This is an optimization exercise on Yosys and OpenROAD, whose aim is small area, not a production implementation.
The RTL of this run was laid out without a check of its function.

===== flow/config.mk =====
export PLATFORM = sky130hd
export DESIGN_NAME = top
export DESIGN_NICKNAME = top
export VERILOG_FILES = /design/flow/design.v
export SDC_FILE = /design/flow/constraint.sdc
export NUM_CORES = 4
export LEC_CHECK = 0
export CAP_MARGIN = 20
export CORE_MARGIN = 2
export CORE_UTILIZATION = 40
export SLEW_MARGIN = 20

===== flow/constraint.sdc =====
create_clock -name core_clock -period 4.0 [get_ports {clk}]
set_input_delay 0.8000 -clock core_clock [delete_from_list [all_inputs] [get_ports {clk}]]
set_output_delay 0.8000 -clock core_clock [all_outputs]
set_load 0.01 [all_outputs]

===== flow/design.v =====
module cas (
  input  [7:0] a,
  input  [7:0] b,
  output [7:0] lo,
  output [7:0] hi
);
wire swap = a > b;
assign lo = swap ? b : a;
assign hi = swap ? a : b;
endmodule
module top #(parameter n = 16, parameter k = 8)
(
  input clk,
  input rstn,
  input  [n * k - 1 : 0] in,
  output [n * k - 1 : 0] out
);
reg [4:0] age;
always @(posedge clk or negedge rstn) begin
  if (!rstn)
    age <= 5'd0;
  else if (age != 5'd17)
    age <= age + 5'd1;
end
wire valid = (age == 5'd17);
wire [7:0] c0_lo, c0_hi;
cas u_cas0 (.a(in[7:0]), .b(in[111:104]), .lo(c0_lo), .hi(c0_hi));
wire [7:0] c1_lo, c1_hi;
cas u_cas1 (.a(in[15:8]), .b(in[103:96]), .lo(c1_lo), .hi(c1_hi));
wire [7:0] c2_lo, c2_hi;
cas u_cas2 (.a(in[23:16]), .b(in[127:120]), .lo(c2_lo), .hi(c2_hi));
wire [7:0] c3_lo, c3_hi;
cas u_cas3 (.a(in[31:24]), .b(in[119:112]), .lo(c3_lo), .hi(c3_hi));
wire [7:0] c4_lo, c4_hi;
cas u_cas4 (.a(in[39:32]), .b(in[71:64]), .lo(c4_lo), .hi(c4_hi));
wire [7:0] c5_lo, c5_hi;
cas u_cas5 (.a(in[47:40]), .b(in[55:48]), .lo(c5_lo), .hi(c5_hi));
wire [7:0] c6_lo, c6_hi;
cas u_cas6 (.a(in[63:56]), .b(in[95:88]), .lo(c6_lo), .hi(c6_hi));
wire [7:0] c7_lo, c7_hi;
cas u_cas7 (.a(in[79:72]), .b(in[87:80]), .lo(c7_lo), .hi(c7_hi));
reg [127:0] s0;
always @(posedge clk) s0 <= {c2_hi, c3_hi, c0_hi, c1_hi, c6_hi, c7_hi, c7_lo, c4_hi, c6_lo, c5_hi, c5_lo, c4_lo, c3_lo, c2_lo, c1_lo, c0_lo};
wire [7:0] c8_lo, c8_hi;
cas u_cas8 (.a(s0[7:0]), .b(s0[47:40]), .lo(c8_lo), .hi(c8_hi));
wire [7:0] c9_lo, c9_hi;
cas u_cas9 (.a(s0[15:8]), .b(s0[63:56]), .lo(c9_lo), .hi(c9_hi));
wire [7:0] c10_lo, c10_hi;
cas u_cas10 (.a(s0[23:16]), .b(s0[79:72]), .lo(c10_lo), .hi(c10_hi));
wire [7:0] c11_lo, c11_hi;
cas u_cas11 (.a(s0[31:24]), .b(s0[39:32]), .lo(c11_lo), .hi(c11_hi));
wire [7:0] c12_lo, c12_hi;
cas u_cas12 (.a(s0[55:48]), .b(s0[111:104]), .lo(c12_lo), .hi(c12_hi));
wire [7:0] c13_lo, c13_hi;
cas u_cas13 (.a(s0[71:64]), .b(s0[119:112]), .lo(c13_lo), .hi(c13_hi));
wire [7:0] c14_lo, c14_hi;
cas u_cas14 (.a(s0[87:80]), .b(s0[127:120]), .lo(c14_lo), .hi(c14_hi));
wire [7:0] c15_lo, c15_hi;
cas u_cas15 (.a(s0[95:88]), .b(s0[103:96]), .lo(c15_lo), .hi(c15_hi));
wire [7:0] c16_lo, c16_hi;
cas u_cas16 (.a(c8_lo), .b(c9_lo), .lo(c16_lo), .hi(c16_hi));
wire [7:0] c17_lo, c17_hi;
cas u_cas17 (.a(c10_lo), .b(c11_lo), .lo(c17_lo), .hi(c17_hi));
wire [7:0] c18_lo, c18_hi;
cas u_cas18 (.a(c11_hi), .b(c8_hi), .lo(c18_lo), .hi(c18_hi));
wire [7:0] c19_lo, c19_hi;
cas u_cas19 (.a(c12_lo), .b(c13_lo), .lo(c19_lo), .hi(c19_hi));
wire [7:0] c20_lo, c20_hi;
cas u_cas20 (.a(c9_hi), .b(c10_hi), .lo(c20_lo), .hi(c20_hi));
wire [7:0] c21_lo, c21_hi;
cas u_cas21 (.a(c14_lo), .b(c15_lo), .lo(c21_lo), .hi(c21_hi));
wire [7:0] c22_lo, c22_hi;
cas u_cas22 (.a(c15_hi), .b(c12_hi), .lo(c22_lo), .hi(c22_hi));
wire [7:0] c23_lo, c23_hi;
cas u_cas23 (.a(c13_hi), .b(c14_hi), .lo(c23_lo), .hi(c23_hi));
reg [127:0] s1;
always @(posedge clk) s1 <= {c23_hi, c23_lo, c22_hi, c22_lo, c21_hi, c21_lo, c20_hi, c19_hi, c20_lo, c19_lo, c18_hi, c18_lo, c17_hi, c17_lo, c16_hi, c16_lo};
wire [7:0] c24_lo, c24_hi;
cas u_cas24 (.a(s1[7:0]), .b(s1[23:16]), .lo(c24_lo), .hi(c24_hi));
wire [7:0] c25_lo, c25_hi;
cas u_cas25 (.a(s1[15:8]), .b(s1[31:24]), .lo(c25_lo), .hi(c25_hi));
wire [7:0] c26_lo, c26_hi;
cas u_cas26 (.a(s1[39:32]), .b(s1[87:80]), .lo(c26_lo), .hi(c26_hi));
wire [7:0] c27_lo, c27_hi;
cas u_cas27 (.a(s1[47:40]), .b(s1[95:88]), .lo(c27_lo), .hi(c27_hi));
wire [7:0] c28_lo, c28_hi;
cas u_cas28 (.a(s1[55:48]), .b(s1[63:56]), .lo(c28_lo), .hi(c28_hi));
wire [7:0] c29_lo, c29_hi;
cas u_cas29 (.a(s1[71:64]), .b(s1[79:72]), .lo(c29_lo), .hi(c29_hi));
wire [7:0] c30_lo, c30_hi;
cas u_cas30 (.a(s1[103:96]), .b(s1[119:112]), .lo(c30_lo), .hi(c30_hi));
wire [7:0] c31_lo, c31_hi;
cas u_cas31 (.a(s1[111:104]), .b(s1[127:120]), .lo(c31_lo), .hi(c31_hi));
wire [7:0] c32_lo, c32_hi;
cas u_cas32 (.a(c25_lo), .b(c24_hi), .lo(c32_lo), .hi(c32_hi));
wire [7:0] c33_lo, c33_hi;
cas u_cas33 (.a(c25_hi), .b(c30_lo), .lo(c33_lo), .hi(c33_hi));
wire [7:0] c34_lo, c34_hi;
cas u_cas34 (.a(c26_lo), .b(c28_lo), .lo(c34_lo), .hi(c34_hi));
wire [7:0] c35_lo, c35_hi;
cas u_cas35 (.a(c27_lo), .b(c28_hi), .lo(c35_lo), .hi(c35_hi));
wire [7:0] c36_lo, c36_hi;
cas u_cas36 (.a(c29_lo), .b(c26_hi), .lo(c36_lo), .hi(c36_hi));
wire [7:0] c37_lo, c37_hi;
cas u_cas37 (.a(c29_hi), .b(c27_hi), .lo(c37_lo), .hi(c37_hi));
wire [7:0] c38_lo, c38_hi;
cas u_cas38 (.a(c31_lo), .b(c30_hi), .lo(c38_lo), .hi(c38_hi));
reg [127:0] s2;
always @(posedge clk) s2 <= {c31_hi, c38_hi, c38_lo, c33_hi, c37_hi, c36_hi, c37_lo, c36_lo, c35_hi, c34_hi, c35_lo, c34_lo, c33_lo, c32_hi, c32_lo, c24_lo};
wire [7:0] c39_lo, c39_hi;
cas u_cas39 (.a(s2[15:8]), .b(s2[39:32]), .lo(c39_lo), .hi(c39_hi));
wire [7:0] c40_lo, c40_hi;
cas u_cas40 (.a(s2[23:16]), .b(s2[55:48]), .lo(c40_lo), .hi(c40_hi));
wire [7:0] c41_lo, c41_hi;
cas u_cas41 (.a(s2[47:40]), .b(s2[71:64]), .lo(c41_lo), .hi(c41_hi));
wire [7:0] c42_lo, c42_hi;
cas u_cas42 (.a(s2[63:56]), .b(s2[87:80]), .lo(c42_lo), .hi(c42_hi));
wire [7:0] c43_lo, c43_hi;
cas u_cas43 (.a(s2[79:72]), .b(s2[111:104]), .lo(c43_lo), .hi(c43_hi));
wire [7:0] c44_lo, c44_hi;
cas u_cas44 (.a(s2[95:88]), .b(s2[119:112]), .lo(c44_lo), .hi(c44_hi));
wire [7:0] c45_lo, c45_hi;
cas u_cas45 (.a(c40_lo), .b(c39_hi), .lo(c45_lo), .hi(c45_hi));
wire [7:0] c46_lo, c46_hi;
cas u_cas46 (.a(s2[31:24]), .b(c40_hi), .lo(c46_lo), .hi(c46_hi));
wire [7:0] c47_lo, c47_hi;
cas u_cas47 (.a(c43_lo), .b(s2[103:96]), .lo(c47_lo), .hi(c47_hi));
wire [7:0] c48_lo, c48_hi;
cas u_cas48 (.a(c44_lo), .b(c43_hi), .lo(c48_lo), .hi(c48_hi));
reg [127:0] s3;
always @(posedge clk) s3 <= {s2[127:120], c44_hi, c48_hi, c47_hi, c48_lo, c42_hi, c47_lo, c41_hi, c42_lo, c46_hi, c41_lo, c45_hi, c46_lo, c45_lo, c39_lo, s2[7:0]};
wire [7:0] c49_lo, c49_hi;
cas u_cas49 (.a(s3[31:24]), .b(s3[47:40]), .lo(c49_lo), .hi(c49_hi));
wire [7:0] c50_lo, c50_hi;
cas u_cas50 (.a(s3[55:48]), .b(s3[71:64]), .lo(c50_lo), .hi(c50_hi));
wire [7:0] c51_lo, c51_hi;
cas u_cas51 (.a(s3[63:56]), .b(s3[79:72]), .lo(c51_lo), .hi(c51_hi));
wire [7:0] c52_lo, c52_hi;
cas u_cas52 (.a(s3[87:80]), .b(s3[103:96]), .lo(c52_lo), .hi(c52_hi));
wire [7:0] c53_lo, c53_hi;
cas u_cas53 (.a(c49_lo), .b(s3[39:32]), .lo(c53_lo), .hi(c53_hi));
wire [7:0] c54_lo, c54_hi;
cas u_cas54 (.a(c49_hi), .b(c50_lo), .lo(c54_lo), .hi(c54_hi));
wire [7:0] c55_lo, c55_hi;
cas u_cas55 (.a(c51_lo), .b(c50_hi), .lo(c55_lo), .hi(c55_hi));
wire [7:0] c56_lo, c56_hi;
cas u_cas56 (.a(c51_hi), .b(c52_lo), .lo(c56_lo), .hi(c56_hi));
wire [7:0] c57_lo, c57_hi;
cas u_cas57 (.a(s3[95:88]), .b(c52_hi), .lo(c57_lo), .hi(c57_hi));
reg [127:0] s4;
always @(posedge clk) s4 <= {s3[127:120], s3[119:112], s3[111:104], c57_hi, c57_lo, c56_hi, c56_lo, c55_hi, c55_lo, c54_hi, c54_lo, c53_hi, c53_lo, s3[23:16], s3[15:8], s3[7:0]};
wire [7:0] c58_lo, c58_hi;
cas u_cas58 (.a(s4[55:48]), .b(s4[63:56]), .lo(c58_lo), .hi(c58_hi));
wire [7:0] c59_lo, c59_hi;
cas u_cas59 (.a(s4[71:64]), .b(s4[79:72]), .lo(c59_lo), .hi(c59_hi));
wire [127:0] srt = {s4[127:120], s4[119:112], s4[111:104], s4[103:96], s4[95:88], s4[87:80], c59_hi, c59_lo, c58_hi, c58_lo, s4[47:40], s4[39:32], s4[31:24], s4[23:16], s4[15:8], s4[7:0]};
wire [95:0] low;
wire [15:0] z1, z2, z3;
genvar g;
generate
  for (g = 0; g < 16; g = g + 1) begin : split
    assign low[6*g+5 -: 6] = srt[8*g+5 -: 6];
    assign z1[g] = ~srt[8*g+7] & ~srt[8*g+6];
    assign z2[g] = ~srt[8*g+7];
    assign z3[g] = ~(srt[8*g+7] & srt[8*g+6]);
  end
endgenerate
reg [110:0] e5;
always @(posedge clk) e5 <= {therm2bin(z3), therm2bin(z2), therm2bin(z1), low};
reg [110:0] e6;
always @(posedge clk) e6 <= e5;
reg [110:0] e7;
always @(posedge clk) e7 <= e6;
reg [110:0] e8;
always @(posedge clk) e8 <= e7;
reg [110:0] e9;
always @(posedge clk) e9 <= e8;
reg [110:0] e10;
always @(posedge clk) e10 <= e9;
reg [110:0] e11;
always @(posedge clk) e11 <= e10;
reg [110:0] e12;
always @(posedge clk) e12 <= e11;
reg [110:0] e13;
always @(posedge clk) e13 <= e12;
reg [110:0] e14;
always @(posedge clk) e14 <= e13;
reg [110:0] e15;
always @(posedge clk) e15 <= e14;
reg [110:0] e16;
always @(posedge clk) e16 <= e15;
wire [4:0] cnt1 = e16[100:96];
wire [4:0] cnt2 = e16[105:101];
wire [4:0] cnt3 = e16[110:106];
genvar h;
generate
  for (h = 0; h < 16; h = h + 1) begin : expand
    wire b7 = (h >= cnt2);
    wire b6 = ((h >= cnt1) && (h < cnt2)) || (h >= cnt3);
    assign out[8*h+7 -: 8] = valid ? {b7, b6, e16[6*h+5 -: 6]} : 8'd0;
  end
endgenerate
function [4:0] therm2bin;
  input [15:0] z;
  begin
    therm2bin[4] = z[15];
    therm2bin[3] = z[7] & ~z[15];
    therm2bin[2] = (z[3] & ~z[7]) | (z[11] & ~z[15]);
    therm2bin[1] = (z[1] & ~z[3]) | (z[5] & ~z[7]) | (z[9] & ~z[11]) | (z[13] & ~z[15]);
    therm2bin[0] = (z[0] & ~z[1]) | (z[2] & ~z[3]) | (z[4] & ~z[5]) | (z[6] & ~z[7]) |
                   (z[8] & ~z[9]) | (z[10] & ~z[11]) | (z[12] & ~z[13]) | (z[14] & ~z[15]);
  end
endfunction
endmodule

===== flow/run.sh =====
#!/bin/bash
# synth_recipe.tcl (not shown) runs the flow's synth.tcl, then flattens the netlist and writes it again
# the make line also repeats each setting of config.mk as NAME=value (left out here)
make -C /OpenROAD-flow-scripts/flow DESIGN_CONFIG=/design/flow/config.mk WORK_HOME=/design/flow/orfs CLKGATE_MAP_FILE= SYNTH_SCRIPT=/design/flow/synth_recipe.tcl finish

==> summary.txt <==
-- worst max-delay path, delay by kind of cell, from the launching register on --
family / cells / cell delay (ps)
buffers and inverters: 2 / 630
flip-flops: 1 / 420
AO/OA/AOI/OAI: 2 / 430
adder cells (fa/ha/maj): 1 / 190
AND/OR/NAND/NOR: 2 / 500
-- registers in the layout, summed over array words and instances (netlist names) --
name and count:
e10 111, e9 111, e12 111, s1 128
e14 111, e8 111, e11 111, e15 111
s2 128, e16 111, s4 128, e13 111
age 5, s0 128, e6 111, s3 128
e7 111, e5 111
-- layout make-up --
cell class / count / area (sq um) / share of cell area [%]
Multi-Input combinational cell: 2495 / 22200 / 28.6
Tap cell: 2072 / 2590 / 3.33
Sequential cell: 1977 / 39600 / 50.9
Antenna cell: 1 / 2.50 / 0.00322
Inverter: 495 / 1860 / 2.39
Clock inverter: 88 / 1370 / 1.76
Clock buffer: 248 / 5230 / 6.72
Timing Repair Buffer: 543 / 4910 / 6.32
-- what timing repair did --
| item | 4_1_cts | 5_1_grt |
|---|---|---|
| pin swaps | 0 | 9 |
| gates resized for setup | 10 | 21 |
| setup endpoints to repair | 46 | 231 |
| hold endpoints to repair | 0 | 0 |
| hold buffers | 0 | 0 |
| buffers inserted | 0 | 25 |
-- stage by stage --
step,setup TNS [ps],instances
6_report,0,7919
5_1_grt,-884,7918
4_1_cts,-11.4,7893
3_5_place_dp,-1400,7557
3_3_place_gp,-280,7557
2_1_floorplan,0,5072
-- worst paths after layout --
check,from,end,slack [ps],cells past startpoint
max,age[1],out[71],210,7
min,rstn,age[4],200,1
max reg2reg,s0[57],s1[2],220,18
min reg2reg,e14[17],e15[17],290,0
max in group asynchronous,rstn,age[1],3610,1
min in group core_clock,e14[17],e15[17],290,0
-- synth_stat cells, drive strengths merged (2+ instances only) --
cell type and number:
dfxtp 1972, mux2i 696, inv 495, ha 482
mux2 240, a21oi 222, o21ai 124, nand4 119
nand2 108, and2 99, nor2 98, buf 73
nor2b 69, o22ai 40, nand2b 34, clkbuf 32
o211ai 26, a211oi 22, a21o 15, nor3 15
nand3 11, o31a 11, o21a 9, a31oi 5
dfrtp 5, or2 5, nor3b 4, xnor2 4
a2111oi 3, a32oi 3, a211o 2, a41oi 2
and3 2, o311ai 2, o32a 2, or3 2
or4 2
-- cells by family after synthesis --
family | after synthesis | synth area share, %
DFF | 1977 | 61.8
muxes | 936 | 15.1
buffers and inverters | 600 | 3.75
and+or+nand+nor | 572 | 4.85
AOI/OAI and AO/OA | 501 | 5.02
adders and majority gates | 482 | 9.41
xor gates and xnor gates | 4 | 0.0547
-- metal layers --
layer	track usage [%]	routed length, um	part of all wire (%)	vias up
met5	0	0	0	-
met4	7.42	5360	4.2	0
met3	2.77	4700	3.7	237
met2	26.5	61200	48	644
met1	19.1	57300	45	16900
li1	-	-	-	18500
==> impl_metrics.yaml <==
route:
  num_vias: 36300
  routed_wl_um: 129000
  drt-pass1-iter-count: 5
  wl_per_cell_um: 16.2
  remaining_drc_errors: 0
  via_per_inst: 4.58
  antenna_left: 0
  drt_iter0_drc: 1691
place:
  hpwl_um: 100000
  pre_cts_slack_ps: -202
  dpl_cell_area_sq_mm: 0.0708
  io_buffers: 257
  place_congestion: 0.916
clock_tree:
  clkTransAtPathRegs_ps: 60
  clock_latency_ps: 820
  root_buffer: "clkbuf_16"
  clockBufferDepth: 3
  cts_max_level: 4
  cts.sinks: 1977
  cts_tree: "built"
  cts_buffers: 185
global_route:
  grt_pass1_vias: 36000
  grt_pass1_wl_um: 198000
  globalRouteTotalUtil_pct: 15.6
  antenna_found_initial: 3
  grt_max_degree: 58
  grt-ovfl-total: 0
floorplanning:
  fp.dieH_um: 404
  start_util_pct: 40.4
  die-width_um: 404
  ios: 258
  die_area_sq_mm: 0.163
  design.core.area_sq_mm: 0.159
  std_cell_rows: 146
logic_synthesis:
  synth_top_area_share_pct: 61.6
  synth_cells: 5072
  syn_avg_cell_area_sq_um: 12.6
  synth_nets: 5684
  ys_types: 71
  ys_warn_count: 1
  ys_ff_latch: 1977
  ys_seq_area_share_pct: 61.8
  syn_area_sq_mm: 0.0641
  synth_top_area_cell: "dfxtp_1"
  synth_edf_count: 0
  ys.flop_type: "dfxtp_1"
  ys_top_cells_by_area: "dfxtp_1, mux2i_1, ha_1"
  synth_async_sr_flop_share_pct: 0.253
sta:
  period_share_pct: 94.9
  finalCriticalPeriod_ps: 3790
  finalSetupViolations: 0
  worst_pin_slew_ps: 835
  relSlewSlack_pct: 44.3
  finalClockSkew_ps: 55.1
  max_freq_ghz: 0.264
  final-hold-violation-count: 0
  maxSlewViolCount: 0
  worst_slack_ps: 205
  fin_hold_ws_ps: 199
critical_path:
  path_max_fanout: 6
  cp_cell_sequence: "inv_1 -> ha_1 -> and4bb_4 -> nand2b_1 -> a21oi_1 -> a21boi_0 -> clkdlybuf4s50_1"
  critPathKind: "reg2out"
  cp-end-kind: "output pin"
  cp.required_ps: 3200
  slowest_stage: "clkdlybuf4s50_1"
  setup.worst_path.start_class: "flop"
  critPathMaxStageDelay_ps: 560
  crit_arrival_ps: 2990
finish:
  most-common-layout-cells: "dfxtp_1, mux2i_1, inv_1"
  stdcell_area_sq_mm: 0.0778
  post-route-util_pct: 49.0
  num-fill-cells: 14000
  synthToLayoutAreaGrowth_pct: 21.4
  final_common_cell: "dfxtp_1"
  nets: 6309
  drive_gt1_share_pct: 14.6
flow_run:
  cap_violations: 0
outcome:
  status: "no timing/DRC/antenna violations"
worst_hold_path:
  hold_class: "in2async"

-- separate check: timing with driven ports --
In the flow no input, the clock included, has a driving cell. The finished layout below was timed again as built, in two steps. Step 1: set_driving_cell puts a clkbuf_16 on clk and a buf_2 on each other input, an assumption about the parent block. Step 2 adds t to the input delays and takes it off the output delays; t is the mean of the earliest and latest rising clock arrival at the registers after step 1. Input paths then give back, and output paths get back, about the clock's delay inside the block. Three values: ideal, step 1, step 2; two values: the first two.
shift t [ns]: 0.874
slack for setup (ns): 0.205 / 0.124 / 0.221
latest minus earliest clock arrival (ns): 0.064 / 0.064
cell pins on the clock port's net: 1
After both steps setup and hold are still met in this run. The setup slack of this run moves by -0.081 ns with the drivers and by +0.016 ns with both steps.
